From an optimization exercise on the open Yosys and OpenROAD flow, aimed at small area and few clock cycles; shortcuts taken in it are not production practice.
The RTL of this run was laid out without a check of its function.

==> config.mk <==
export PLATFORM = sky130hd
export DESIGN_NAME = alu
export DESIGN_NICKNAME = alu
export VERILOG_FILES = /design/flow/design.v
export SDC_FILE = /design/flow/constraint.sdc
export NUM_CORES = 4
export LEC_CHECK = 0
export ABC_AREA = 1
export CAP_MARGIN = 20
export CORE_MARGIN = 2
export CORE_UTILIZATION = 45
export CTS_BUF_LIST = sky130_fd_sc_hd__clkbuf_8
export CTS_CLUSTER_DIAMETER = 60
export CTS_CLUSTER_SIZE = 16
export GPL_TIMING_DRIVEN = 0
export SLEW_MARGIN = 20
==> constraint.sdc <==
create_clock -name core_clock -period 10.0 [get_ports {i_clk}]
set_input_delay 2.0000 -clock core_clock [delete_from_list [all_inputs] [get_ports {i_clk}]]
set_output_delay 2.0000 -clock core_clock [all_outputs]
set_load 0.01 [all_outputs]
==> design.v <==
module alu #(
	parameter INST_W = 4,
	parameter INT_W  = 6,
	parameter FRAC_W = 10,
	parameter DATA_W = INT_W + FRAC_W
)(
	input                      i_clk,
	input                      i_rst_n,
	input                      i_in_valid,
	output                     o_busy,
	input         [INST_W-1:0] i_inst,
	input  signed [DATA_W-1:0] i_data_a,
	input  signed [DATA_W-1:0] i_data_b,
	output                     o_out_valid,
	output        [DATA_W-1:0] o_data
);
	wire [15:0] a  = i_data_a;
	wire [15:0] b  = i_data_b;
	wire [3:0]  op = i_inst;
	wire res_v  = i_in_valid & ~(op[3] & (op[2] | op[1]));
	wire op_as  = (op == 4'd0) | (op == 4'd1);
	wire op_sub = (op == 4'd1);
	wire op_mul = (op == 4'd2);
	wire op_acc = (op == 4'd3);
	wire op_sp  = (op == 4'd4);
	wire op_ars = (op == 4'd6);
	wire op_rot = (op == 4'd7);
	wire op_sh  = op_ars | op_rot;
	reg  [19:0] acc_d [0:15];
	reg  [15:0] acc_v;
	wire [3:0]  idx = a[3:0];
	wire        acc_we = i_in_valid & op_acc;
	wire [15:0] acc_sel;
	genvar g;
	generate for (g = 0; g < 16; g = g + 1) begin : g_sel
		assign acc_sel[g] = op_acc & acc_v[g] & (idx == g);
	end endgenerate
	reg [19:0] acc_rd;
	integer k;
	always @(*) begin
		acc_rd = 20'd0;
		for (k = 0; k < 16; k = k + 1)
			acc_rd = acc_rd | ({20{acc_sel[k]}} & acc_d[k]);
	end
	wire [19:0] ad_x = acc_rd | ({20{op_as}} & {{4{a[15]}}, a});
	wire [19:0] ad_y = {{4{b[15]}}, b} ^ {20{op_sub}};
	wire [19:0] ad_s = ad_x + ad_y + {19'd0, op_sub};
	wire ad_ovf = ad_s[19] ? (ad_s[18:15] != 4'hF) : (ad_s[18:15] != 4'h0);
	wire [15:0] ad_res = ad_ovf ? {ad_s[19], {15{~ad_s[19]}}} : ad_s[15:0];
	always @(posedge i_clk or negedge i_rst_n)
		if (!i_rst_n)
			acc_v <= 16'd0;
		else if (acc_we)
			acc_v[idx] <= 1'b1;
	generate for (g = 0; g < 16; g = g + 1) begin : g_acc
		always @(posedge i_clk)
			if (acc_we && idx == g)
				acc_d[g] <= ad_s;
	end endgenerate
	wire [5:0] ai = a[15:10];
	wire sp_pass = ~ai[5] & (ai[4:1] != 4'd0);           
	wire sp_c0   = ~ai[5] & (ai[4:1] == 4'd0);           
	wire sp_c1   = (ai == 6'h3F);                        
	wire sp_c2   = (ai == 6'h3E);                        
	wire sp_c3   = (ai == 6'h3D);                        
	wire sp_d9   = sp_c2 | sp_c3;
	wire sp_any  = sp_c0 | sp_c1 | sp_c2 | sp_c3;
	wire [12:0] sp_f = sp_c0 ? {a[10], ~a[10], a[9:0], 1'b0} :
	                   sp_c1 ? {2'b00, 1'b1, a[9:0]} :
	                   sp_c2 ? {1'b0, a[9], ~a[9], a[8:0], 1'b0} :
	                           {3'b000, a[9:0]};
	wire [3:0] sh_s = b[3:0];
	wire [3:0] sh_t = op_ars ? (~sh_s + 4'd1) : sh_s;
	wire [17:0] mx_x = op_sp ? {2'b00, sp_d9 ? 16'hE38F : 16'hAAAB} : {a[15], a[15], a};
	wire [15:0] mx_y = op_sp ? {3'b000, sp_f} : b;
	wire [16:0] my_e = {mx_y, 1'b0};
	wire [7:0] mb_one, mb_two, mb_neg;
	generate for (g = 0; g < 8; g = g + 1) begin : g_booth
		wire y_one = my_e[2*g+1] ^ my_e[2*g];
		wire y_two = (my_e[2*g+2] & ~my_e[2*g+1] & ~my_e[2*g]) |
		             (~my_e[2*g+2] & my_e[2*g+1] & my_e[2*g]);
		wire t_hit = (sh_t[3:1] == g);
		assign mb_one[g] = op_sh ? (t_hit & ~sh_t[0]) : y_one;
		assign mb_two[g] = op_sh ? (t_hit & sh_t[0]) : y_two;
		assign mb_neg[g] = ~op_sh & my_e[2*g+2];
	end endgenerate
	wire mr_r9  = op_mul;
	wire mr_r16 = op_sp & ~sp_d9;
	wire mr_r18 = op_sp & sp_d9;
	wire mb_pp0_0 = ((mb_one[0] & mx_x[0]) | (mb_two[0] & 1'b0)) ^ mb_neg[0];
	wire mb_pp0_1 = ((mb_one[0] & mx_x[1]) | (mb_two[0] & mx_x[0])) ^ mb_neg[0];
	wire mb_pp0_2 = ((mb_one[0] & mx_x[2]) | (mb_two[0] & mx_x[1])) ^ mb_neg[0];
	wire mb_pp0_3 = ((mb_one[0] & mx_x[3]) | (mb_two[0] & mx_x[2])) ^ mb_neg[0];
	wire mb_pp0_4 = ((mb_one[0] & mx_x[4]) | (mb_two[0] & mx_x[3])) ^ mb_neg[0];
	wire mb_pp0_5 = ((mb_one[0] & mx_x[5]) | (mb_two[0] & mx_x[4])) ^ mb_neg[0];
	wire mb_pp0_6 = ((mb_one[0] & mx_x[6]) | (mb_two[0] & mx_x[5])) ^ mb_neg[0];
	wire mb_pp0_7 = ((mb_one[0] & mx_x[7]) | (mb_two[0] & mx_x[6])) ^ mb_neg[0];
	wire mb_pp0_8 = ((mb_one[0] & mx_x[8]) | (mb_two[0] & mx_x[7])) ^ mb_neg[0];
	wire mb_pp0_9 = ((mb_one[0] & mx_x[9]) | (mb_two[0] & mx_x[8])) ^ mb_neg[0];
	wire mb_pp0_10 = ((mb_one[0] & mx_x[10]) | (mb_two[0] & mx_x[9])) ^ mb_neg[0];
	wire mb_pp0_11 = ((mb_one[0] & mx_x[11]) | (mb_two[0] & mx_x[10])) ^ mb_neg[0];
	wire mb_pp0_12 = ((mb_one[0] & mx_x[12]) | (mb_two[0] & mx_x[11])) ^ mb_neg[0];
	wire mb_pp0_13 = ((mb_one[0] & mx_x[13]) | (mb_two[0] & mx_x[12])) ^ mb_neg[0];
	wire mb_pp0_14 = ((mb_one[0] & mx_x[14]) | (mb_two[0] & mx_x[13])) ^ mb_neg[0];
	wire mb_pp0_15 = ((mb_one[0] & mx_x[15]) | (mb_two[0] & mx_x[14])) ^ mb_neg[0];
	wire mb_pp0_16 = ((mb_one[0] & mx_x[16]) | (mb_two[0] & mx_x[15])) ^ mb_neg[0];
	wire mb_pp0_17 = ~(((mb_one[0] & mx_x[17]) | (mb_two[0] & mx_x[16])) ^ mb_neg[0]);
	wire mb_pp1_0 = ((mb_one[1] & mx_x[0]) | (mb_two[1] & 1'b0)) ^ mb_neg[1];
	wire mb_pp1_1 = ((mb_one[1] & mx_x[1]) | (mb_two[1] & mx_x[0])) ^ mb_neg[1];
	wire mb_pp1_2 = ((mb_one[1] & mx_x[2]) | (mb_two[1] & mx_x[1])) ^ mb_neg[1];
	wire mb_pp1_3 = ((mb_one[1] & mx_x[3]) | (mb_two[1] & mx_x[2])) ^ mb_neg[1];
	wire mb_pp1_4 = ((mb_one[1] & mx_x[4]) | (mb_two[1] & mx_x[3])) ^ mb_neg[1];
	wire mb_pp1_5 = ((mb_one[1] & mx_x[5]) | (mb_two[1] & mx_x[4])) ^ mb_neg[1];
	wire mb_pp1_6 = ((mb_one[1] & mx_x[6]) | (mb_two[1] & mx_x[5])) ^ mb_neg[1];
	wire mb_pp1_7 = ((mb_one[1] & mx_x[7]) | (mb_two[1] & mx_x[6])) ^ mb_neg[1];
	wire mb_pp1_8 = ((mb_one[1] & mx_x[8]) | (mb_two[1] & mx_x[7])) ^ mb_neg[1];
	wire mb_pp1_9 = ((mb_one[1] & mx_x[9]) | (mb_two[1] & mx_x[8])) ^ mb_neg[1];
	wire mb_pp1_10 = ((mb_one[1] & mx_x[10]) | (mb_two[1] & mx_x[9])) ^ mb_neg[1];
	wire mb_pp1_11 = ((mb_one[1] & mx_x[11]) | (mb_two[1] & mx_x[10])) ^ mb_neg[1];
	wire mb_pp1_12 = ((mb_one[1] & mx_x[12]) | (mb_two[1] & mx_x[11])) ^ mb_neg[1];
	wire mb_pp1_13 = ((mb_one[1] & mx_x[13]) | (mb_two[1] & mx_x[12])) ^ mb_neg[1];
	wire mb_pp1_14 = ((mb_one[1] & mx_x[14]) | (mb_two[1] & mx_x[13])) ^ mb_neg[1];
	wire mb_pp1_15 = ((mb_one[1] & mx_x[15]) | (mb_two[1] & mx_x[14])) ^ mb_neg[1];
	wire mb_pp1_16 = ((mb_one[1] & mx_x[16]) | (mb_two[1] & mx_x[15])) ^ mb_neg[1];
	wire mb_pp1_17 = ~(((mb_one[1] & mx_x[17]) | (mb_two[1] & mx_x[16])) ^ mb_neg[1]);
	wire mb_pp2_0 = ((mb_one[2] & mx_x[0]) | (mb_two[2] & 1'b0)) ^ mb_neg[2];
	wire mb_pp2_1 = ((mb_one[2] & mx_x[1]) | (mb_two[2] & mx_x[0])) ^ mb_neg[2];
	wire mb_pp2_2 = ((mb_one[2] & mx_x[2]) | (mb_two[2] & mx_x[1])) ^ mb_neg[2];
	wire mb_pp2_3 = ((mb_one[2] & mx_x[3]) | (mb_two[2] & mx_x[2])) ^ mb_neg[2];
	wire mb_pp2_4 = ((mb_one[2] & mx_x[4]) | (mb_two[2] & mx_x[3])) ^ mb_neg[2];
	wire mb_pp2_5 = ((mb_one[2] & mx_x[5]) | (mb_two[2] & mx_x[4])) ^ mb_neg[2];
	wire mb_pp2_6 = ((mb_one[2] & mx_x[6]) | (mb_two[2] & mx_x[5])) ^ mb_neg[2];
	wire mb_pp2_7 = ((mb_one[2] & mx_x[7]) | (mb_two[2] & mx_x[6])) ^ mb_neg[2];
	wire mb_pp2_8 = ((mb_one[2] & mx_x[8]) | (mb_two[2] & mx_x[7])) ^ mb_neg[2];
	wire mb_pp2_9 = ((mb_one[2] & mx_x[9]) | (mb_two[2] & mx_x[8])) ^ mb_neg[2];
	wire mb_pp2_10 = ((mb_one[2] & mx_x[10]) | (mb_two[2] & mx_x[9])) ^ mb_neg[2];
	wire mb_pp2_11 = ((mb_one[2] & mx_x[11]) | (mb_two[2] & mx_x[10])) ^ mb_neg[2];
	wire mb_pp2_12 = ((mb_one[2] & mx_x[12]) | (mb_two[2] & mx_x[11])) ^ mb_neg[2];
	wire mb_pp2_13 = ((mb_one[2] & mx_x[13]) | (mb_two[2] & mx_x[12])) ^ mb_neg[2];
	wire mb_pp2_14 = ((mb_one[2] & mx_x[14]) | (mb_two[2] & mx_x[13])) ^ mb_neg[2];
	wire mb_pp2_15 = ((mb_one[2] & mx_x[15]) | (mb_two[2] & mx_x[14])) ^ mb_neg[2];
	wire mb_pp2_16 = ((mb_one[2] & mx_x[16]) | (mb_two[2] & mx_x[15])) ^ mb_neg[2];
	wire mb_pp2_17 = ~(((mb_one[2] & mx_x[17]) | (mb_two[2] & mx_x[16])) ^ mb_neg[2]);
	wire mb_pp3_0 = ((mb_one[3] & mx_x[0]) | (mb_two[3] & 1'b0)) ^ mb_neg[3];
	wire mb_pp3_1 = ((mb_one[3] & mx_x[1]) | (mb_two[3] & mx_x[0])) ^ mb_neg[3];
	wire mb_pp3_2 = ((mb_one[3] & mx_x[2]) | (mb_two[3] & mx_x[1])) ^ mb_neg[3];
	wire mb_pp3_3 = ((mb_one[3] & mx_x[3]) | (mb_two[3] & mx_x[2])) ^ mb_neg[3];
	wire mb_pp3_4 = ((mb_one[3] & mx_x[4]) | (mb_two[3] & mx_x[3])) ^ mb_neg[3];
	wire mb_pp3_5 = ((mb_one[3] & mx_x[5]) | (mb_two[3] & mx_x[4])) ^ mb_neg[3];
	wire mb_pp3_6 = ((mb_one[3] & mx_x[6]) | (mb_two[3] & mx_x[5])) ^ mb_neg[3];
	wire mb_pp3_7 = ((mb_one[3] & mx_x[7]) | (mb_two[3] & mx_x[6])) ^ mb_neg[3];
	wire mb_pp3_8 = ((mb_one[3] & mx_x[8]) | (mb_two[3] & mx_x[7])) ^ mb_neg[3];
	wire mb_pp3_9 = ((mb_one[3] & mx_x[9]) | (mb_two[3] & mx_x[8])) ^ mb_neg[3];
	wire mb_pp3_10 = ((mb_one[3] & mx_x[10]) | (mb_two[3] & mx_x[9])) ^ mb_neg[3];
	wire mb_pp3_11 = ((mb_one[3] & mx_x[11]) | (mb_two[3] & mx_x[10])) ^ mb_neg[3];
	wire mb_pp3_12 = ((mb_one[3] & mx_x[12]) | (mb_two[3] & mx_x[11])) ^ mb_neg[3];
	wire mb_pp3_13 = ((mb_one[3] & mx_x[13]) | (mb_two[3] & mx_x[12])) ^ mb_neg[3];
	wire mb_pp3_14 = ((mb_one[3] & mx_x[14]) | (mb_two[3] & mx_x[13])) ^ mb_neg[3];
	wire mb_pp3_15 = ((mb_one[3] & mx_x[15]) | (mb_two[3] & mx_x[14])) ^ mb_neg[3];
	wire mb_pp3_16 = ((mb_one[3] & mx_x[16]) | (mb_two[3] & mx_x[15])) ^ mb_neg[3];
	wire mb_pp3_17 = ~(((mb_one[3] & mx_x[17]) | (mb_two[3] & mx_x[16])) ^ mb_neg[3]);
	wire mb_pp4_0 = ((mb_one[4] & mx_x[0]) | (mb_two[4] & 1'b0)) ^ mb_neg[4];
	wire mb_pp4_1 = ((mb_one[4] & mx_x[1]) | (mb_two[4] & mx_x[0])) ^ mb_neg[4];
	wire mb_pp4_2 = ((mb_one[4] & mx_x[2]) | (mb_two[4] & mx_x[1])) ^ mb_neg[4];
	wire mb_pp4_3 = ((mb_one[4] & mx_x[3]) | (mb_two[4] & mx_x[2])) ^ mb_neg[4];
	wire mb_pp4_4 = ((mb_one[4] & mx_x[4]) | (mb_two[4] & mx_x[3])) ^ mb_neg[4];
	wire mb_pp4_5 = ((mb_one[4] & mx_x[5]) | (mb_two[4] & mx_x[4])) ^ mb_neg[4];
	wire mb_pp4_6 = ((mb_one[4] & mx_x[6]) | (mb_two[4] & mx_x[5])) ^ mb_neg[4];
	wire mb_pp4_7 = ((mb_one[4] & mx_x[7]) | (mb_two[4] & mx_x[6])) ^ mb_neg[4];
	wire mb_pp4_8 = ((mb_one[4] & mx_x[8]) | (mb_two[4] & mx_x[7])) ^ mb_neg[4];
	wire mb_pp4_9 = ((mb_one[4] & mx_x[9]) | (mb_two[4] & mx_x[8])) ^ mb_neg[4];
	wire mb_pp4_10 = ((mb_one[4] & mx_x[10]) | (mb_two[4] & mx_x[9])) ^ mb_neg[4];
	wire mb_pp4_11 = ((mb_one[4] & mx_x[11]) | (mb_two[4] & mx_x[10])) ^ mb_neg[4];
	wire mb_pp4_12 = ((mb_one[4] & mx_x[12]) | (mb_two[4] & mx_x[11])) ^ mb_neg[4];
	wire mb_pp4_13 = ((mb_one[4] & mx_x[13]) | (mb_two[4] & mx_x[12])) ^ mb_neg[4];
	wire mb_pp4_14 = ((mb_one[4] & mx_x[14]) | (mb_two[4] & mx_x[13])) ^ mb_neg[4];
	wire mb_pp4_15 = ((mb_one[4] & mx_x[15]) | (mb_two[4] & mx_x[14])) ^ mb_neg[4];
	wire mb_pp4_16 = ((mb_one[4] & mx_x[16]) | (mb_two[4] & mx_x[15])) ^ mb_neg[4];
	wire mb_pp4_17 = ~(((mb_one[4] & mx_x[17]) | (mb_two[4] & mx_x[16])) ^ mb_neg[4]);
	wire mb_pp5_0 = ((mb_one[5] & mx_x[0]) | (mb_two[5] & 1'b0)) ^ mb_neg[5];
	wire mb_pp5_1 = ((mb_one[5] & mx_x[1]) | (mb_two[5] & mx_x[0])) ^ mb_neg[5];
	wire mb_pp5_2 = ((mb_one[5] & mx_x[2]) | (mb_two[5] & mx_x[1])) ^ mb_neg[5];
	wire mb_pp5_3 = ((mb_one[5] & mx_x[3]) | (mb_two[5] & mx_x[2])) ^ mb_neg[5];
	wire mb_pp5_4 = ((mb_one[5] & mx_x[4]) | (mb_two[5] & mx_x[3])) ^ mb_neg[5];
	wire mb_pp5_5 = ((mb_one[5] & mx_x[5]) | (mb_two[5] & mx_x[4])) ^ mb_neg[5];
	wire mb_pp5_6 = ((mb_one[5] & mx_x[6]) | (mb_two[5] & mx_x[5])) ^ mb_neg[5];
	wire mb_pp5_7 = ((mb_one[5] & mx_x[7]) | (mb_two[5] & mx_x[6])) ^ mb_neg[5];
	wire mb_pp5_8 = ((mb_one[5] & mx_x[8]) | (mb_two[5] & mx_x[7])) ^ mb_neg[5];
	wire mb_pp5_9 = ((mb_one[5] & mx_x[9]) | (mb_two[5] & mx_x[8])) ^ mb_neg[5];
	wire mb_pp5_10 = ((mb_one[5] & mx_x[10]) | (mb_two[5] & mx_x[9])) ^ mb_neg[5];
	wire mb_pp5_11 = ((mb_one[5] & mx_x[11]) | (mb_two[5] & mx_x[10])) ^ mb_neg[5];
	wire mb_pp5_12 = ((mb_one[5] & mx_x[12]) | (mb_two[5] & mx_x[11])) ^ mb_neg[5];
	wire mb_pp5_13 = ((mb_one[5] & mx_x[13]) | (mb_two[5] & mx_x[12])) ^ mb_neg[5];
	wire mb_pp5_14 = ((mb_one[5] & mx_x[14]) | (mb_two[5] & mx_x[13])) ^ mb_neg[5];
	wire mb_pp5_15 = ((mb_one[5] & mx_x[15]) | (mb_two[5] & mx_x[14])) ^ mb_neg[5];
	wire mb_pp5_16 = ((mb_one[5] & mx_x[16]) | (mb_two[5] & mx_x[15])) ^ mb_neg[5];
	wire mb_pp5_17 = ~(((mb_one[5] & mx_x[17]) | (mb_two[5] & mx_x[16])) ^ mb_neg[5]);
	wire mb_pp6_0 = ((mb_one[6] & mx_x[0]) | (mb_two[6] & 1'b0)) ^ mb_neg[6];
	wire mb_pp6_1 = ((mb_one[6] & mx_x[1]) | (mb_two[6] & mx_x[0])) ^ mb_neg[6];
	wire mb_pp6_2 = ((mb_one[6] & mx_x[2]) | (mb_two[6] & mx_x[1])) ^ mb_neg[6];
	wire mb_pp6_3 = ((mb_one[6] & mx_x[3]) | (mb_two[6] & mx_x[2])) ^ mb_neg[6];
	wire mb_pp6_4 = ((mb_one[6] & mx_x[4]) | (mb_two[6] & mx_x[3])) ^ mb_neg[6];
	wire mb_pp6_5 = ((mb_one[6] & mx_x[5]) | (mb_two[6] & mx_x[4])) ^ mb_neg[6];
	wire mb_pp6_6 = ((mb_one[6] & mx_x[6]) | (mb_two[6] & mx_x[5])) ^ mb_neg[6];
	wire mb_pp6_7 = ((mb_one[6] & mx_x[7]) | (mb_two[6] & mx_x[6])) ^ mb_neg[6];
	wire mb_pp6_8 = ((mb_one[6] & mx_x[8]) | (mb_two[6] & mx_x[7])) ^ mb_neg[6];
	wire mb_pp6_9 = ((mb_one[6] & mx_x[9]) | (mb_two[6] & mx_x[8])) ^ mb_neg[6];
	wire mb_pp6_10 = ((mb_one[6] & mx_x[10]) | (mb_two[6] & mx_x[9])) ^ mb_neg[6];
	wire mb_pp6_11 = ((mb_one[6] & mx_x[11]) | (mb_two[6] & mx_x[10])) ^ mb_neg[6];
	wire mb_pp6_12 = ((mb_one[6] & mx_x[12]) | (mb_two[6] & mx_x[11])) ^ mb_neg[6];
	wire mb_pp6_13 = ((mb_one[6] & mx_x[13]) | (mb_two[6] & mx_x[12])) ^ mb_neg[6];
	wire mb_pp6_14 = ((mb_one[6] & mx_x[14]) | (mb_two[6] & mx_x[13])) ^ mb_neg[6];
	wire mb_pp6_15 = ((mb_one[6] & mx_x[15]) | (mb_two[6] & mx_x[14])) ^ mb_neg[6];
	wire mb_pp6_16 = ((mb_one[6] & mx_x[16]) | (mb_two[6] & mx_x[15])) ^ mb_neg[6];
	wire mb_pp6_17 = ~(((mb_one[6] & mx_x[17]) | (mb_two[6] & mx_x[16])) ^ mb_neg[6]);
	wire mb_pp7_0 = ((mb_one[7] & mx_x[0]) | (mb_two[7] & 1'b0)) ^ mb_neg[7];
	wire mb_pp7_1 = ((mb_one[7] & mx_x[1]) | (mb_two[7] & mx_x[0])) ^ mb_neg[7];
	wire mb_pp7_2 = ((mb_one[7] & mx_x[2]) | (mb_two[7] & mx_x[1])) ^ mb_neg[7];
	wire mb_pp7_3 = ((mb_one[7] & mx_x[3]) | (mb_two[7] & mx_x[2])) ^ mb_neg[7];
	wire mb_pp7_4 = ((mb_one[7] & mx_x[4]) | (mb_two[7] & mx_x[3])) ^ mb_neg[7];
	wire mb_pp7_5 = ((mb_one[7] & mx_x[5]) | (mb_two[7] & mx_x[4])) ^ mb_neg[7];
	wire mb_pp7_6 = ((mb_one[7] & mx_x[6]) | (mb_two[7] & mx_x[5])) ^ mb_neg[7];
	wire mb_pp7_7 = ((mb_one[7] & mx_x[7]) | (mb_two[7] & mx_x[6])) ^ mb_neg[7];
	wire mb_pp7_8 = ((mb_one[7] & mx_x[8]) | (mb_two[7] & mx_x[7])) ^ mb_neg[7];
	wire mb_pp7_9 = ((mb_one[7] & mx_x[9]) | (mb_two[7] & mx_x[8])) ^ mb_neg[7];
	wire mb_pp7_10 = ((mb_one[7] & mx_x[10]) | (mb_two[7] & mx_x[9])) ^ mb_neg[7];
	wire mb_pp7_11 = ((mb_one[7] & mx_x[11]) | (mb_two[7] & mx_x[10])) ^ mb_neg[7];
	wire mb_pp7_12 = ((mb_one[7] & mx_x[12]) | (mb_two[7] & mx_x[11])) ^ mb_neg[7];
	wire mb_pp7_13 = ((mb_one[7] & mx_x[13]) | (mb_two[7] & mx_x[12])) ^ mb_neg[7];
	wire mb_pp7_14 = ((mb_one[7] & mx_x[14]) | (mb_two[7] & mx_x[13])) ^ mb_neg[7];
	wire mb_pp7_15 = ((mb_one[7] & mx_x[15]) | (mb_two[7] & mx_x[14])) ^ mb_neg[7];
	wire mb_pp7_16 = ((mb_one[7] & mx_x[16]) | (mb_two[7] & mx_x[15])) ^ mb_neg[7];
	wire mb_pp7_17 = ~(((mb_one[7] & mx_x[17]) | (mb_two[7] & mx_x[16])) ^ mb_neg[7]);
	wire mt_s1 = mb_neg[5] ^ mb_pp0_10;
	wire mt_c1 = mb_neg[5] & mb_pp0_10;
	wire mt_s2 = mb_pp0_11 ^ mb_pp1_9;
	wire mt_c2 = mb_pp0_11 & mb_pp1_9;
	wire mt_s3 = mb_neg[6] ^ mb_pp0_12 ^ mb_pp1_10;
	wire mt_c3 = (mb_neg[6] & mb_pp0_12) | (mb_neg[6] & mb_pp1_10) | (mb_pp0_12 & mb_pp1_10);
	wire mt_s4 = mb_pp2_8 ^ mb_pp3_6;
	wire mt_c4 = mb_pp2_8 & mb_pp3_6;
	wire mt_s5 = mb_pp0_13 ^ mb_pp1_11 ^ mb_pp2_9;
	wire mt_c5 = (mb_pp0_13 & mb_pp1_11) | (mb_pp0_13 & mb_pp2_9) | (mb_pp1_11 & mb_pp2_9);
	wire mt_s6 = mb_pp3_7 ^ mb_pp4_5;
	wire mt_c6 = mb_pp3_7 & mb_pp4_5;
	wire mt_s7 = mb_neg[7] ^ mb_pp0_14 ^ mb_pp1_12;
	wire mt_c7 = (mb_neg[7] & mb_pp0_14) | (mb_neg[7] & mb_pp1_12) | (mb_pp0_14 & mb_pp1_12);
	wire mt_s8 = mb_pp2_10 ^ mb_pp3_8 ^ mb_pp4_6;
	wire mt_c8 = (mb_pp2_10 & mb_pp3_8) | (mb_pp2_10 & mb_pp4_6) | (mb_pp3_8 & mb_pp4_6);
	wire mt_s9 = mb_pp5_4 ^ mb_pp6_2;
	wire mt_c9 = mb_pp5_4 & mb_pp6_2;
	wire mt_s10 = mb_pp0_15 ^ mb_pp1_13 ^ mb_pp2_11;
	wire mt_c10 = (mb_pp0_15 & mb_pp1_13) | (mb_pp0_15 & mb_pp2_11) | (mb_pp1_13 & mb_pp2_11);
	wire mt_s11 = mb_pp3_9 ^ mb_pp4_7 ^ mb_pp5_5;
	wire mt_c11 = (mb_pp3_9 & mb_pp4_7) | (mb_pp3_9 & mb_pp5_5) | (mb_pp4_7 & mb_pp5_5);
	wire mt_s12 = mb_pp6_3 ^ mb_pp7_1;
	wire mt_c12 = mb_pp6_3 & mb_pp7_1;
	wire mt_s13 = mr_r16 ^ mb_pp0_16 ^ mb_pp1_14;
	wire mt_c13 = (mr_r16 & mb_pp0_16) | (mr_r16 & mb_pp1_14) | (mb_pp0_16 & mb_pp1_14);
	wire mt_s14 = mb_pp2_12 ^ mb_pp3_10 ^ mb_pp4_8;
	wire mt_c14 = (mb_pp2_12 & mb_pp3_10) | (mb_pp2_12 & mb_pp4_8) | (mb_pp3_10 & mb_pp4_8);
	wire mt_s15 = mb_pp5_6 ^ mb_pp6_4 ^ mb_pp7_2;
	wire mt_c15 = (mb_pp5_6 & mb_pp6_4) | (mb_pp5_6 & mb_pp7_2) | (mb_pp6_4 & mb_pp7_2);
	wire mt_s16 = 1'b1 ^ mb_pp0_17 ^ mb_pp1_15;
	wire mt_c16 = (1'b1 & mb_pp0_17) | (1'b1 & mb_pp1_15) | (mb_pp0_17 & mb_pp1_15);
	wire mt_s17 = mb_pp2_13 ^ mb_pp3_11 ^ mb_pp4_9;
	wire mt_c17 = (mb_pp2_13 & mb_pp3_11) | (mb_pp2_13 & mb_pp4_9) | (mb_pp3_11 & mb_pp4_9);
	wire mt_s18 = mb_pp5_7 ^ mb_pp6_5 ^ mb_pp7_3;
	wire mt_c18 = (mb_pp5_7 & mb_pp6_5) | (mb_pp5_7 & mb_pp7_3) | (mb_pp6_5 & mb_pp7_3);
	wire mt_s19 = ~mr_r18 ^ mb_pp1_16 ^ mb_pp2_14;
	wire mt_c19 = (~mr_r18 & mb_pp1_16) | (~mr_r18 & mb_pp2_14) | (mb_pp1_16 & mb_pp2_14);
	wire mt_s20 = mb_pp3_12 ^ mb_pp4_10 ^ mb_pp5_8;
	wire mt_c20 = (mb_pp3_12 & mb_pp4_10) | (mb_pp3_12 & mb_pp5_8) | (mb_pp4_10 & mb_pp5_8);
	wire mt_s21 = mb_pp6_6 ^ mb_pp7_4;
	wire mt_c21 = mb_pp6_6 & mb_pp7_4;
	wire mt_s22 = mr_r18 ^ mb_pp1_17 ^ mb_pp2_15;
	wire mt_c22 = (mr_r18 & mb_pp1_17) | (mr_r18 & mb_pp2_15) | (mb_pp1_17 & mb_pp2_15);
	wire mt_s23 = mb_pp3_13 ^ mb_pp4_11 ^ mb_pp5_9;
	wire mt_c23 = (mb_pp3_13 & mb_pp4_11) | (mb_pp3_13 & mb_pp5_9) | (mb_pp4_11 & mb_pp5_9);
	wire mt_s24 = mb_pp6_7 ^ mb_pp7_5;
	wire mt_c24 = mb_pp6_7 & mb_pp7_5;
	wire mt_s25 = 1'b1 ^ mb_pp2_16 ^ mb_pp3_14;
	wire mt_c25 = (1'b1 & mb_pp2_16) | (1'b1 & mb_pp3_14) | (mb_pp2_16 & mb_pp3_14);
	wire mt_s26 = mb_pp4_12 ^ mb_pp5_10 ^ mb_pp6_8;
	wire mt_c26 = (mb_pp4_12 & mb_pp5_10) | (mb_pp4_12 & mb_pp6_8) | (mb_pp5_10 & mb_pp6_8);
	wire mt_s27 = mb_pp2_17 ^ mb_pp3_15 ^ mb_pp4_13;
	wire mt_c27 = (mb_pp2_17 & mb_pp3_15) | (mb_pp2_17 & mb_pp4_13) | (mb_pp3_15 & mb_pp4_13);
	wire mt_s28 = 1'b1 ^ mb_pp3_16;
	wire mt_c28 = 1'b1 & mb_pp3_16;
	wire mt_s29 = mb_neg[3] ^ mb_pp0_6;
	wire mt_c29 = mb_neg[3] & mb_pp0_6;
	wire mt_s30 = mb_pp0_7 ^ mb_pp1_5;
	wire mt_c30 = mb_pp0_7 & mb_pp1_5;
	wire mt_s31 = mb_neg[4] ^ mb_pp0_8 ^ mb_pp1_6;
	wire mt_c31 = (mb_neg[4] & mb_pp0_8) | (mb_neg[4] & mb_pp1_6) | (mb_pp0_8 & mb_pp1_6);
	wire mt_s32 = mb_pp2_4 ^ mb_pp3_2;
	wire mt_c32 = mb_pp2_4 & mb_pp3_2;
	wire mt_s33 = mr_r9 ^ mb_pp0_9 ^ mb_pp1_7;
	wire mt_c33 = (mr_r9 & mb_pp0_9) | (mr_r9 & mb_pp1_7) | (mb_pp0_9 & mb_pp1_7);
	wire mt_s34 = mb_pp2_5 ^ mb_pp3_3 ^ mb_pp4_1;
	wire mt_c34 = (mb_pp2_5 & mb_pp3_3) | (mb_pp2_5 & mb_pp4_1) | (mb_pp3_3 & mb_pp4_1);
	wire mt_s35 = mb_pp1_8 ^ mb_pp2_6 ^ mb_pp3_4;
	wire mt_c35 = (mb_pp1_8 & mb_pp2_6) | (mb_pp1_8 & mb_pp3_4) | (mb_pp2_6 & mb_pp3_4);
	wire mt_s36 = mb_pp4_2 ^ mb_pp5_0 ^ mt_s1;
	wire mt_c36 = (mb_pp4_2 & mb_pp5_0) | (mb_pp4_2 & mt_s1) | (mb_pp5_0 & mt_s1);
	wire mt_s37 = mb_pp2_7 ^ mb_pp3_5 ^ mb_pp4_3;
	wire mt_c37 = (mb_pp2_7 & mb_pp3_5) | (mb_pp2_7 & mb_pp4_3) | (mb_pp3_5 & mb_pp4_3);
	wire mt_s38 = mb_pp5_1 ^ mt_c1 ^ mt_s2;
	wire mt_c38 = (mb_pp5_1 & mt_c1) | (mb_pp5_1 & mt_s2) | (mt_c1 & mt_s2);
	wire mt_s39 = mb_pp4_4 ^ mb_pp5_2 ^ mb_pp6_0;
	wire mt_c39 = (mb_pp4_4 & mb_pp5_2) | (mb_pp4_4 & mb_pp6_0) | (mb_pp5_2 & mb_pp6_0);
	wire mt_s40 = mt_c2 ^ mt_s4 ^ mt_s3;
	wire mt_c40 = (mt_c2 & mt_s4) | (mt_c2 & mt_s3) | (mt_s4 & mt_s3);
	wire mt_s41 = mb_pp5_3 ^ mb_pp6_1 ^ mt_c4;
	wire mt_c41 = (mb_pp5_3 & mb_pp6_1) | (mb_pp5_3 & mt_c4) | (mb_pp6_1 & mt_c4);
	wire mt_s42 = mt_s6 ^ mt_c3 ^ mt_s5;
	wire mt_c42 = (mt_s6 & mt_c3) | (mt_s6 & mt_s5) | (mt_c3 & mt_s5);
	wire mt_s43 = mb_pp7_0 ^ mt_c6 ^ mt_s9;
	wire mt_c43 = (mb_pp7_0 & mt_c6) | (mb_pp7_0 & mt_s9) | (mt_c6 & mt_s9);
	wire mt_s44 = mt_c5 ^ mt_s7 ^ mt_s8;
	wire mt_c44 = (mt_c5 & mt_s7) | (mt_c5 & mt_s8) | (mt_s7 & mt_s8);
	wire mt_s45 = mt_c9 ^ mt_s12 ^ mt_c7;
	wire mt_c45 = (mt_c9 & mt_s12) | (mt_c9 & mt_c7) | (mt_s12 & mt_c7);
	wire mt_s46 = mt_c8 ^ mt_s10 ^ mt_s11;
	wire mt_c46 = (mt_c8 & mt_s10) | (mt_c8 & mt_s11) | (mt_s10 & mt_s11);
	wire mt_s47 = mt_c12 ^ mt_c10 ^ mt_c11;
	wire mt_c47 = (mt_c12 & mt_c10) | (mt_c12 & mt_c11) | (mt_c10 & mt_c11);
	wire mt_s48 = mt_s13 ^ mt_s14 ^ mt_s15;
	wire mt_c48 = (mt_s13 & mt_s14) | (mt_s13 & mt_s15) | (mt_s14 & mt_s15);
	wire mt_s49 = mt_c13 ^ mt_c14 ^ mt_c15;
	wire mt_c49 = (mt_c13 & mt_c14) | (mt_c13 & mt_c15) | (mt_c14 & mt_c15);
	wire mt_s50 = mt_s16 ^ mt_s17 ^ mt_s18;
	wire mt_c50 = (mt_s16 & mt_s17) | (mt_s16 & mt_s18) | (mt_s17 & mt_s18);
	wire mt_s51 = mt_s21 ^ mt_c16 ^ mt_c17;
	wire mt_c51 = (mt_s21 & mt_c16) | (mt_s21 & mt_c17) | (mt_c16 & mt_c17);
	wire mt_s52 = mt_c18 ^ mt_s19 ^ mt_s20;
	wire mt_c52 = (mt_c18 & mt_s19) | (mt_c18 & mt_s20) | (mt_s19 & mt_s20);
	wire mt_s53 = mt_c21 ^ mt_s24 ^ mt_c19;
	wire mt_c53 = (mt_c21 & mt_s24) | (mt_c21 & mt_c19) | (mt_s24 & mt_c19);
	wire mt_s54 = mt_c20 ^ mt_s22 ^ mt_s23;
	wire mt_c54 = (mt_c20 & mt_s22) | (mt_c20 & mt_s23) | (mt_s22 & mt_s23);
	wire mt_s55 = mb_pp7_6 ^ mt_c24 ^ mt_c22;
	wire mt_c55 = (mb_pp7_6 & mt_c24) | (mb_pp7_6 & mt_c22) | (mt_c24 & mt_c22);
	wire mt_s56 = mt_c23 ^ mt_s25 ^ mt_s26;
	wire mt_c56 = (mt_c23 & mt_s25) | (mt_c23 & mt_s26) | (mt_s25 & mt_s26);
	wire mt_s57 = mb_pp5_11 ^ mb_pp6_9 ^ mb_pp7_7;
	wire mt_c57 = (mb_pp5_11 & mb_pp6_9) | (mb_pp5_11 & mb_pp7_7) | (mb_pp6_9 & mb_pp7_7);
	wire mt_s58 = mt_c25 ^ mt_c26 ^ mt_s27;
	wire mt_c58 = (mt_c25 & mt_c26) | (mt_c25 & mt_s27) | (mt_c26 & mt_s27);
	wire mt_s59 = mb_pp4_14 ^ mb_pp5_12 ^ mb_pp6_10;
	wire mt_c59 = (mb_pp4_14 & mb_pp5_12) | (mb_pp4_14 & mb_pp6_10) | (mb_pp5_12 & mb_pp6_10);
	wire mt_s60 = mb_pp7_8 ^ mt_s28 ^ mt_c27;
	wire mt_c60 = (mb_pp7_8 & mt_s28) | (mb_pp7_8 & mt_c27) | (mt_s28 & mt_c27);
	wire mt_s61 = mb_pp3_17 ^ mb_pp4_15 ^ mb_pp5_13;
	wire mt_c61 = (mb_pp3_17 & mb_pp4_15) | (mb_pp3_17 & mb_pp5_13) | (mb_pp4_15 & mb_pp5_13);
	wire mt_s62 = mb_pp6_11 ^ mb_pp7_9 ^ mt_c28;
	wire mt_c62 = (mb_pp6_11 & mb_pp7_9) | (mb_pp6_11 & mt_c28) | (mb_pp7_9 & mt_c28);
	wire mt_s63 = 1'b1 ^ mb_pp4_16 ^ mb_pp5_14;
	wire mt_c63 = (1'b1 & mb_pp4_16) | (1'b1 & mb_pp5_14) | (mb_pp4_16 & mb_pp5_14);
	wire mt_s64 = mb_pp6_12 ^ mb_pp7_10;
	wire mt_c64 = mb_pp6_12 & mb_pp7_10;
	wire mt_s65 = mb_pp4_17 ^ mb_pp5_15 ^ mb_pp6_13;
	wire mt_c65 = (mb_pp4_17 & mb_pp5_15) | (mb_pp4_17 & mb_pp6_13) | (mb_pp5_15 & mb_pp6_13);
	wire mt_s66 = 1'b1 ^ mb_pp5_16;
	wire mt_c66 = 1'b1 & mb_pp5_16;
	wire mt_s67 = mb_neg[2] ^ mb_pp0_4;
	wire mt_c67 = mb_neg[2] & mb_pp0_4;
	wire mt_s68 = mb_pp0_5 ^ mb_pp1_3;
	wire mt_c68 = mb_pp0_5 & mb_pp1_3;
	wire mt_s69 = mb_pp1_4 ^ mb_pp2_2 ^ mb_pp3_0;
	wire mt_c69 = (mb_pp1_4 & mb_pp2_2) | (mb_pp1_4 & mb_pp3_0) | (mb_pp2_2 & mb_pp3_0);
	wire mt_s70 = mb_pp2_3 ^ mb_pp3_1 ^ mt_c29;
	wire mt_c70 = (mb_pp2_3 & mb_pp3_1) | (mb_pp2_3 & mt_c29) | (mb_pp3_1 & mt_c29);
	wire mt_s71 = mb_pp4_0 ^ mt_c30 ^ mt_s32;
	wire mt_c71 = (mb_pp4_0 & mt_c30) | (mb_pp4_0 & mt_s32) | (mt_c30 & mt_s32);
	wire mt_s72 = mt_c32 ^ mt_c31 ^ mt_s33;
	wire mt_c72 = (mt_c32 & mt_c31) | (mt_c32 & mt_s33) | (mt_c31 & mt_s33);
	wire mt_s73 = mt_c33 ^ mt_c34 ^ mt_s35;
	wire mt_c73 = (mt_c33 & mt_c34) | (mt_c33 & mt_s35) | (mt_c34 & mt_s35);
	wire mt_s74 = mt_c35 ^ mt_s37 ^ mt_c36;
	wire mt_c74 = (mt_c35 & mt_s37) | (mt_c35 & mt_c36) | (mt_s37 & mt_c36);
	wire mt_s75 = mt_c37 ^ mt_s39 ^ mt_c38;
	wire mt_c75 = (mt_c37 & mt_s39) | (mt_c37 & mt_c38) | (mt_s39 & mt_c38);
	wire mt_s76 = mt_c39 ^ mt_s41 ^ mt_c40;
	wire mt_c76 = (mt_c39 & mt_s41) | (mt_c39 & mt_c40) | (mt_s41 & mt_c40);
	wire mt_s77 = mt_c41 ^ mt_s43 ^ mt_c42;
	wire mt_c77 = (mt_c41 & mt_s43) | (mt_c41 & mt_c42) | (mt_s43 & mt_c42);
	wire mt_s78 = mt_c43 ^ mt_c44 ^ mt_s45;
	wire mt_c78 = (mt_c43 & mt_c44) | (mt_c43 & mt_s45) | (mt_c44 & mt_s45);
	wire mt_s79 = mt_c45 ^ mt_c46 ^ mt_s47;
	wire mt_c79 = (mt_c45 & mt_c46) | (mt_c45 & mt_s47) | (mt_c46 & mt_s47);
	wire mt_s80 = mt_c47 ^ mt_c48 ^ mt_s49;
	wire mt_c80 = (mt_c47 & mt_c48) | (mt_c47 & mt_s49) | (mt_c48 & mt_s49);
	wire mt_s81 = mt_c49 ^ mt_c50 ^ mt_s51;
	wire mt_c81 = (mt_c49 & mt_c50) | (mt_c49 & mt_s51) | (mt_c50 & mt_s51);
	wire mt_s82 = mt_c51 ^ mt_c52 ^ mt_s53;
	wire mt_c82 = (mt_c51 & mt_c52) | (mt_c51 & mt_s53) | (mt_c52 & mt_s53);
	wire mt_s83 = mt_c53 ^ mt_c54 ^ mt_s55;
	wire mt_c83 = (mt_c53 & mt_c54) | (mt_c53 & mt_s55) | (mt_c54 & mt_s55);
	wire mt_s84 = mt_s57 ^ mt_c55 ^ mt_c56;
	wire mt_c84 = (mt_s57 & mt_c55) | (mt_s57 & mt_c56) | (mt_c55 & mt_c56);
	wire mt_s85 = mt_c57 ^ mt_s59 ^ mt_c58;
	wire mt_c85 = (mt_c57 & mt_s59) | (mt_c57 & mt_c58) | (mt_s59 & mt_c58);
	wire mt_s86 = mt_c59 ^ mt_s61 ^ mt_s62;
	wire mt_c86 = (mt_c59 & mt_s61) | (mt_c59 & mt_s62) | (mt_s61 & mt_s62);
	wire mt_s87 = mt_s64 ^ mt_c61 ^ mt_s63;
	wire mt_c87 = (mt_s64 & mt_c61) | (mt_s64 & mt_s63) | (mt_c61 & mt_s63);
	wire mt_s88 = mb_pp7_11 ^ mt_c64 ^ mt_c63;
	wire mt_c88 = (mb_pp7_11 & mt_c64) | (mb_pp7_11 & mt_c63) | (mt_c64 & mt_c63);
	wire mt_s89 = mb_pp6_14 ^ mb_pp7_12 ^ mt_s66;
	wire mt_c89 = (mb_pp6_14 & mb_pp7_12) | (mb_pp6_14 & mt_s66) | (mb_pp7_12 & mt_s66);
	wire mt_s90 = mb_pp5_17 ^ mb_pp6_15 ^ mb_pp7_13;
	wire mt_c90 = (mb_pp5_17 & mb_pp6_15) | (mb_pp5_17 & mb_pp7_13) | (mb_pp6_15 & mb_pp7_13);
	wire mt_s91 = 1'b1 ^ mb_pp6_16;
	wire mt_c91 = 1'b1 & mb_pp6_16;
	wire mt_s92 = mb_neg[1] ^ mb_pp0_2;
	wire mt_c92 = mb_neg[1] & mb_pp0_2;
	wire mt_s93 = mb_pp0_3 ^ mb_pp1_1;
	wire mt_c93 = mb_pp0_3 & mb_pp1_1;
	wire mt_s94 = mb_pp1_2 ^ mb_pp2_0 ^ mt_s67;
	wire mt_c94 = (mb_pp1_2 & mb_pp2_0) | (mb_pp1_2 & mt_s67) | (mb_pp2_0 & mt_s67);
	wire mt_s95 = mb_pp2_1 ^ mt_c67 ^ mt_s68;
	wire mt_c95 = (mb_pp2_1 & mt_c67) | (mb_pp2_1 & mt_s68) | (mt_c67 & mt_s68);
	wire mt_s96 = mt_c68 ^ mt_s29 ^ mt_s69;
	wire mt_c96 = (mt_c68 & mt_s29) | (mt_c68 & mt_s69) | (mt_s29 & mt_s69);
	wire mt_s97 = mt_s30 ^ mt_c69 ^ mt_s70;
	wire mt_c97 = (mt_s30 & mt_c69) | (mt_s30 & mt_s70) | (mt_c69 & mt_s70);
	wire mt_s98 = mt_s31 ^ mt_c70 ^ mt_s71;
	wire mt_c98 = (mt_s31 & mt_c70) | (mt_s31 & mt_s71) | (mt_c70 & mt_s71);
	wire mt_s99 = mt_s34 ^ mt_c71 ^ mt_s72;
	wire mt_c99 = (mt_s34 & mt_c71) | (mt_s34 & mt_s72) | (mt_c71 & mt_s72);
	wire mt_s100 = mt_s36 ^ mt_c72 ^ mt_s73;
	wire mt_c100 = (mt_s36 & mt_c72) | (mt_s36 & mt_s73) | (mt_c72 & mt_s73);
	wire mt_s101 = mt_s38 ^ mt_c73 ^ mt_s74;
	wire mt_c101 = (mt_s38 & mt_c73) | (mt_s38 & mt_s74) | (mt_c73 & mt_s74);
	wire mt_s102 = mt_s40 ^ mt_c74 ^ mt_s75;
	wire mt_c102 = (mt_s40 & mt_c74) | (mt_s40 & mt_s75) | (mt_c74 & mt_s75);
	wire mt_s103 = mt_s42 ^ mt_c75 ^ mt_s76;
	wire mt_c103 = (mt_s42 & mt_c75) | (mt_s42 & mt_s76) | (mt_c75 & mt_s76);
	wire mt_s104 = mt_s44 ^ mt_c76 ^ mt_s77;
	wire mt_c104 = (mt_s44 & mt_c76) | (mt_s44 & mt_s77) | (mt_c76 & mt_s77);
	wire mt_s105 = mt_s46 ^ mt_c77 ^ mt_s78;
	wire mt_c105 = (mt_s46 & mt_c77) | (mt_s46 & mt_s78) | (mt_c77 & mt_s78);
	wire mt_s106 = mt_s48 ^ mt_c78 ^ mt_s79;
	wire mt_c106 = (mt_s48 & mt_c78) | (mt_s48 & mt_s79) | (mt_c78 & mt_s79);
	wire mt_s107 = mt_s50 ^ mt_c79 ^ mt_s80;
	wire mt_c107 = (mt_s50 & mt_c79) | (mt_s50 & mt_s80) | (mt_c79 & mt_s80);
	wire mt_s108 = mt_s52 ^ mt_c80 ^ mt_s81;
	wire mt_c108 = (mt_s52 & mt_c80) | (mt_s52 & mt_s81) | (mt_c80 & mt_s81);
	wire mt_s109 = mt_s54 ^ mt_c81 ^ mt_s82;
	wire mt_c109 = (mt_s54 & mt_c81) | (mt_s54 & mt_s82) | (mt_c81 & mt_s82);
	wire mt_s110 = mt_s56 ^ mt_c82 ^ mt_s83;
	wire mt_c110 = (mt_s56 & mt_c82) | (mt_s56 & mt_s83) | (mt_c82 & mt_s83);
	wire mt_s111 = mt_s58 ^ mt_c83 ^ mt_s84;
	wire mt_c111 = (mt_s58 & mt_c83) | (mt_s58 & mt_s84) | (mt_c83 & mt_s84);
	wire mt_s112 = mt_s60 ^ mt_c84 ^ mt_s85;
	wire mt_c112 = (mt_s60 & mt_c84) | (mt_s60 & mt_s85) | (mt_c84 & mt_s85);
	wire mt_s113 = mt_c60 ^ mt_s86 ^ mt_c85;
	wire mt_c113 = (mt_c60 & mt_s86) | (mt_c60 & mt_c85) | (mt_s86 & mt_c85);
	wire mt_s114 = mt_c62 ^ mt_s87 ^ mt_c86;
	wire mt_c114 = (mt_c62 & mt_s87) | (mt_c62 & mt_c86) | (mt_s87 & mt_c86);
	wire mt_s115 = mt_s65 ^ mt_c87 ^ mt_s88;
	wire mt_c115 = (mt_s65 & mt_c87) | (mt_s65 & mt_s88) | (mt_c87 & mt_s88);
	wire mt_s116 = mt_c65 ^ mt_s89 ^ mt_c88;
	wire mt_c116 = (mt_c65 & mt_s89) | (mt_c65 & mt_c88) | (mt_s89 & mt_c88);
	wire mt_s117 = mt_c66 ^ mt_s90 ^ mt_c89;
	wire mt_c117 = (mt_c66 & mt_s90) | (mt_c66 & mt_c89) | (mt_s90 & mt_c89);
	wire mt_s118 = mb_pp7_14 ^ mt_s91 ^ mt_c90;
	wire mt_c118 = (mb_pp7_14 & mt_s91) | (mb_pp7_14 & mt_c90) | (mt_s91 & mt_c90);
	wire mt_s119 = mb_pp6_17 ^ mb_pp7_15 ^ mt_c91;
	wire mt_c119 = (mb_pp6_17 & mb_pp7_15) | (mb_pp6_17 & mt_c91) | (mb_pp7_15 & mt_c91);
	wire mt_s120 = 1'b1 ^ mb_pp7_16;
	wire mt_c120 = 1'b1 & mb_pp7_16;
	wire [31:0] mp_s = {mt_c120, mt_c119, mt_c118, mt_c117, mt_c116, mt_c115, mt_c114, mt_c113, mt_c112, mt_c111, mt_c110, mt_c109, mt_c108, mt_c107, mt_c106, mt_c105, mt_c104, mt_c103, mt_c102, mt_c101, mt_c100, mt_c99, mt_c98, mt_c97, mt_c96, mt_c95, mt_c94, mt_c93, mt_c92, mt_s92, mb_pp0_1, mb_neg[0]};
	wire [31:0] mp_c = {mb_pp7_17, mt_s120, mt_s119, mt_s118, mt_s117, mt_s116, mt_s115, mt_s114, mt_s113, mt_s112, mt_s111, mt_s110, mt_s109, mt_s108, mt_s107, mt_s106, mt_s105, mt_s104, mt_s103, mt_s102, mt_s101, mt_s100, mt_s99, mt_s98, mt_s97, mt_s96, mt_s95, mt_s94, mt_s93, mb_pp1_0, 1'b0, mb_pp0_0};
	wire [31:0] pr = mp_s + mp_c;
	wire mul_ovf = pr[31] ? (pr[30:25] != 6'h3F) : (pr[30:25] != 6'h00);
	wire [15:0] mul_res = mul_ovf ? {pr[31], {15{~pr[31]}}} : pr[25:10];
	wire [10:0] sp_q = sp_d9 ? pr[29:19] : pr[27:17];
	wire [15:0] sp_res = sp_pass ? a : {5'd0, sp_q & {11{sp_any}}};
	wire b_hi = (b[15:4] != 12'd0);
	reg [15:0] rot_mask;
	integer j;
	always @(*)
		for (j = 0; j < 16; j = j + 1)
			rot_mask[j] = (j < sh_s);
	wire rot_zero = b_hi & ((b[15:5] != 11'd0) | (b[3:0] != 4'd0));  
	wire [15:0] rot_res = rot_zero ? 16'd0 : (pr[15:0] | (pr[31:16] & rot_mask));
	wire [15:0] ars_res = b_hi ? {16{a[15]}} : ((sh_s == 4'd0) ? pr[15:0] : pr[31:16]);
	function [4:0] f_clz;
		input [15:0] x;
		integer i;
		begin
			f_clz = 5'd16;
			for (i = 0; i < 16; i = i + 1)
				if (x[i]) f_clz = 5'd15 - i;
		end
	endfunction
	wire [4:0] clz = f_clz(a);
	function [15:0] f_rev;
		input [15:0] x, y;
		integer i;
		begin
			f_rev = 16'd0;
			for (i = 0; i < 13; i = i + 1)
				f_rev[i] = (x[i +: 4] == y[(15 - i) -: 4]);
		end
	endfunction
	wire [15:0] rev_res = f_rev(a, b);
	function [15:0] f_res;
		input [3:0] o;
		input [15:0] r_ad, r_mul, r_sp, r_xor, r_ars, r_rot, r_clz, r_rev;
		case (o)
			4'd0, 4'd1, 4'd3: f_res = r_ad;
			4'd2: f_res = r_mul;
			4'd4: f_res = r_sp;
			4'd5: f_res = r_xor;
			4'd6: f_res = r_ars;
			4'd7: f_res = r_rot;
			4'd8: f_res = r_clz;
			4'd9: f_res = r_rev;
			default: f_res = 16'd0;
		endcase
	endfunction
	wire [15:0] res = f_res(op, ad_res, mul_res, sp_res, a ^ b, ars_res, rot_res,
	                        {11'd0, clz}, rev_res);
	reg        out_v_r;
	reg [15:0] out_d_r;
	always @(posedge i_clk or negedge i_rst_n)
		if (!i_rst_n)
			out_v_r <= 1'b0;
		else
			out_v_r <= res_v;
	always @(posedge i_clk)
		out_d_r <= res;
	assign o_busy      = 1'b0;
	assign o_out_valid = out_v_r;
	assign o_data      = out_d_r;
endmodule
==> run.sh <==
#!/bin/bash
# synth_recipe.tcl (not shown) runs the flow's synth.tcl, then flattens the netlist and writes it again
# the make line also repeats each setting of config.mk as NAME=value (left out here)
make -C /OpenROAD-flow-scripts/flow DESIGN_CONFIG=/design/flow/config.mk WORK_HOME=/design/flow/orfs CLKGATE_MAP_FILE= SYNTH_SCRIPT=/design/flow/synth_recipe.tcl finish
==> metrics.yaml <==
synth_top_area_cell: "edfxtp_1"
drc: 0
vias: 21879
worst-slew-pin-transition_ns: 1.11
gr-total-overflow: 0
grt_usage_pct: 34.0
n_fill_cell: 5230
netlist_top_cells_area: "edfxtp_1 (38%), fa_1 (7.8%), nand2_1 (7.1%)"
post-dp-hpwl_um: 76500
wire_per_inst_um: 27.2
synth_edf_count: 320
synthesis.nets: 2969
arrival_ns: 10.28
final_nets: 3067
worstSkewPairLatency_ns: 0.68
viasPerCell: 6.05
min_period_ns: 9.75
initial_core_util_pct: 45.5
worstPathRequired_ns: 10.54
synth_commonest_cells: "nand2_1 (475), edfxtp_1 (320), inv_1 (303)"
cts_tree: "yes"
area_growth_syn_to_layout_pct: 11.1
drive_gt1_share_pct: 9.03
hold_class: "flip-flop to flip-flop"
ctsHoldBuffers: 0
die_y_um: 240
slew_headroom_pct: 23.8
io_pins: 57
end_kind: "flip-flop"
finalHoldViolCount: 0
finClkSkew_ns: 0.0880
place.gp.congestion: 1.03
crit_path_max_fanout: 10
crit_top_cell: "fa_1"
antenna_found_initial: 6
period_share_pct: 97.5
synthFlopType: "edfxtp_1"
first_iter_violations: 2441
yosysMostFrequentCell: "nand2_1"
syn-cell-area_mm2: 0.0251
grt_start_max_net_pins: 21
cp_slowest_cell: "clkdlybuf4s50_1"
grt_pass1_vias: 20903
io_buffers: 36
slowest_delay_ns: 0.61
ant_nets: 0
finalMaxSlewViolations: 0
cts_made_buffers: 30
synth_top_area_share_pct: 38.3
ys_types: 72
drtPass1Iterations: 7
fin_cells: 3619
die_w_um: 240
avgSynthCellArea_um2: 9.10
ys_seq_elements: 353
synth_warnings: 2
placementRows: 86
hold_slack_ns: 0.466
clkTransAtPathRegs_ns: 0.10
grt_first_pass_wirelength_um: 142000
multiInputGateArea_mm2: 0.0133
cap_violations: 0
clockBufferDepth: 3
dieArea_mm2: 0.0576
synth-seq-area-share_pct: 41.3
finalSetupViolations: 0
place_inst: 3564
routed_wl_um: 98400
netlist_instances: 2754
worstSetupStartpointType: "input pin"
htree_levels: 1
cts-root-buf: "clkbuf_8"
path_class: "input pin to flip-flop"
async_flop_share_pct: 4.82
seqCellArea_mm2: 0.0104
core_area_mm2: 0.0551
status: "complete, no violations"
cts_sinks: 353
fmax_mhz: 103
kinds of logic (layout without fill, tap and decap cells):
| group | after synthesis | after routing | share of synthesized area [%] |
|---|---|---|---|
| and+or+nand+nor | 1011 | 1011 | 18.0 |
| DFF | 353 | 353 | 41.3 |
| AOI/OAI and AO/OA | 542 | 542 | 14.1 |
| xor gates and xnor gates | 225 | 225 | 7.86 |
| other | 1 | 4 | 0.0150 |
| adders and majority gates | 176 | 176 | 11.7 |
| buffers and inverters | 446 | 560 | 7.05 |
sequential cells by signal, indices dropped and copies added (netlist names):
register and count:
acc_d 320, acc_v 16, out_d_r 16, out_v_r 1
metal layers:
layer / vias to the layer above / wire [um] / part of all wire [%] / track usage (%)
met2: 1159 / 44800 / 46 / 54.7
li1: 9690 / - / - / -
met4: 6 / 6190 / 6.3 / 18.1
met1: 10757 / 39300 / 40 / 44.3
met5: - / 34 / 0.035 / 0
met3: 267 / 8110 / 8.2 / 5.33
timing repair:
item | CTS | global route
hold endpoints to repair | 0 | 0
resized for setup | 4 | 40
endpoints found under the setup margin | 15 | 15
pin swaps | 0 | 3
setup buffers | 0 | 5
worst paths after layout:
kind                            from  slack, ns           to  cells after the start
min in group asynchronous    i_rst_n       1.84     acc_v[4]                      1
hold / removal              acc_v[0]       0.47     acc_v[0]                      2
hold reg to reg             acc_v[0]       0.47     acc_v[0]                      2
setup reg to reg            acc_v[3]       3.68  out_d_r[12]                     26
setup / recovery           i_inst[1]       0.25  out_d_r[12]                     33
max in group asynchronous    i_rst_n       7.58      out_v_r                      1
final cells by class:
cell class / instances / share of cell area, %
Antenna cell: 3 / 0.0270
Buffer: 113 / 1.94
Clock buffer: 32 / 1.58
Clock inverter: 16 / 0.598
Inverter: 332 / 4.49
Multi-Input combinational cell: 1955 / 47.8
Sequential cell: 353 / 37.2
Tap cell: 748 / 3.36
Timing Repair Buffer: 67 / 2.99
critical path, delay by kind of cell:
family / cells / cell delay, ns
adder cells (fa/ha/maj): 5 / 2.42
buffers and inverters: 8 / 2.15
AND/OR/NAND/NOR: 13 / 2.52
AO/OA/AOI/OAI: 6 / 1.04
XOR/XNOR: 1 / 0.12
cell usage in the layout, fill, tap and decap left out, types with 17 or more instances in the layout:
master           instances
fa_1                    98
xnor2_1                 54
clkdlybuf4s50_1         35
a21oi_1                105
nand3_1                134
edfxtp_1               320
buf_2                   20
o22ai_1                134
inv_2                   17
nand4_1                 43
clkbuf_1                63
nor2_1                 215
ha_1                    78
o21ai_0                105
inv_1                  307
a22o_1                  24
xor2_1                 158
nand2_2                 30
nor3_1                  24
nand2_1                474
buf_4                   20
a221oi_1                48
clkbuf_8                32
nor2_4                  22
dfrtp_1                 17
through the flow:
step | TNS [ns] | instance area, um^2 | util (%) | setup WS (ns)
after floorplan | 0 | 25100 | - | 1.65
after global placement | -19.38 | 26400 | 47.9 | -1.49
after detailed placement | -19.54 | 27000 | 49.1 | -1.35
after CTS | 0 | 27700 | 50.2 | 0.0328
after global routing | -0.00244 | 27800 | 50.5 | -0.00244
final | 0 | 27800 | 50.5 | 0.252

## port drivers added, routing unchanged
Ports are ideal in the flow. The routed layout listed here was re-timed in OpenROAD.
Step 1 sets driving cells, clkbuf_16 on the clock port and buf_2 on the other inputs (assumed; they add their load-dependent delay and slew).
Step 2, shift: input delay + t, output delay - t, t = (earliest + latest rising clock arrival at the registers) / 2. This alone moves slack from input paths to output paths.
Three values: ideal, step 1, step 2; two values: the first two.
t, ns: 0.691
setup slack, ns: 0.252 / 0.275 / -0.416
latest minus earliest clock arrival (ns): 0.088 / 0.088
worst data-port slew with drivers (ns): 0.14
Met with ideal ports but missed after step 2: setup timing in this run. The setup slack of this run moves by +0.023 ns with the drivers and by -0.668 ns with both steps.
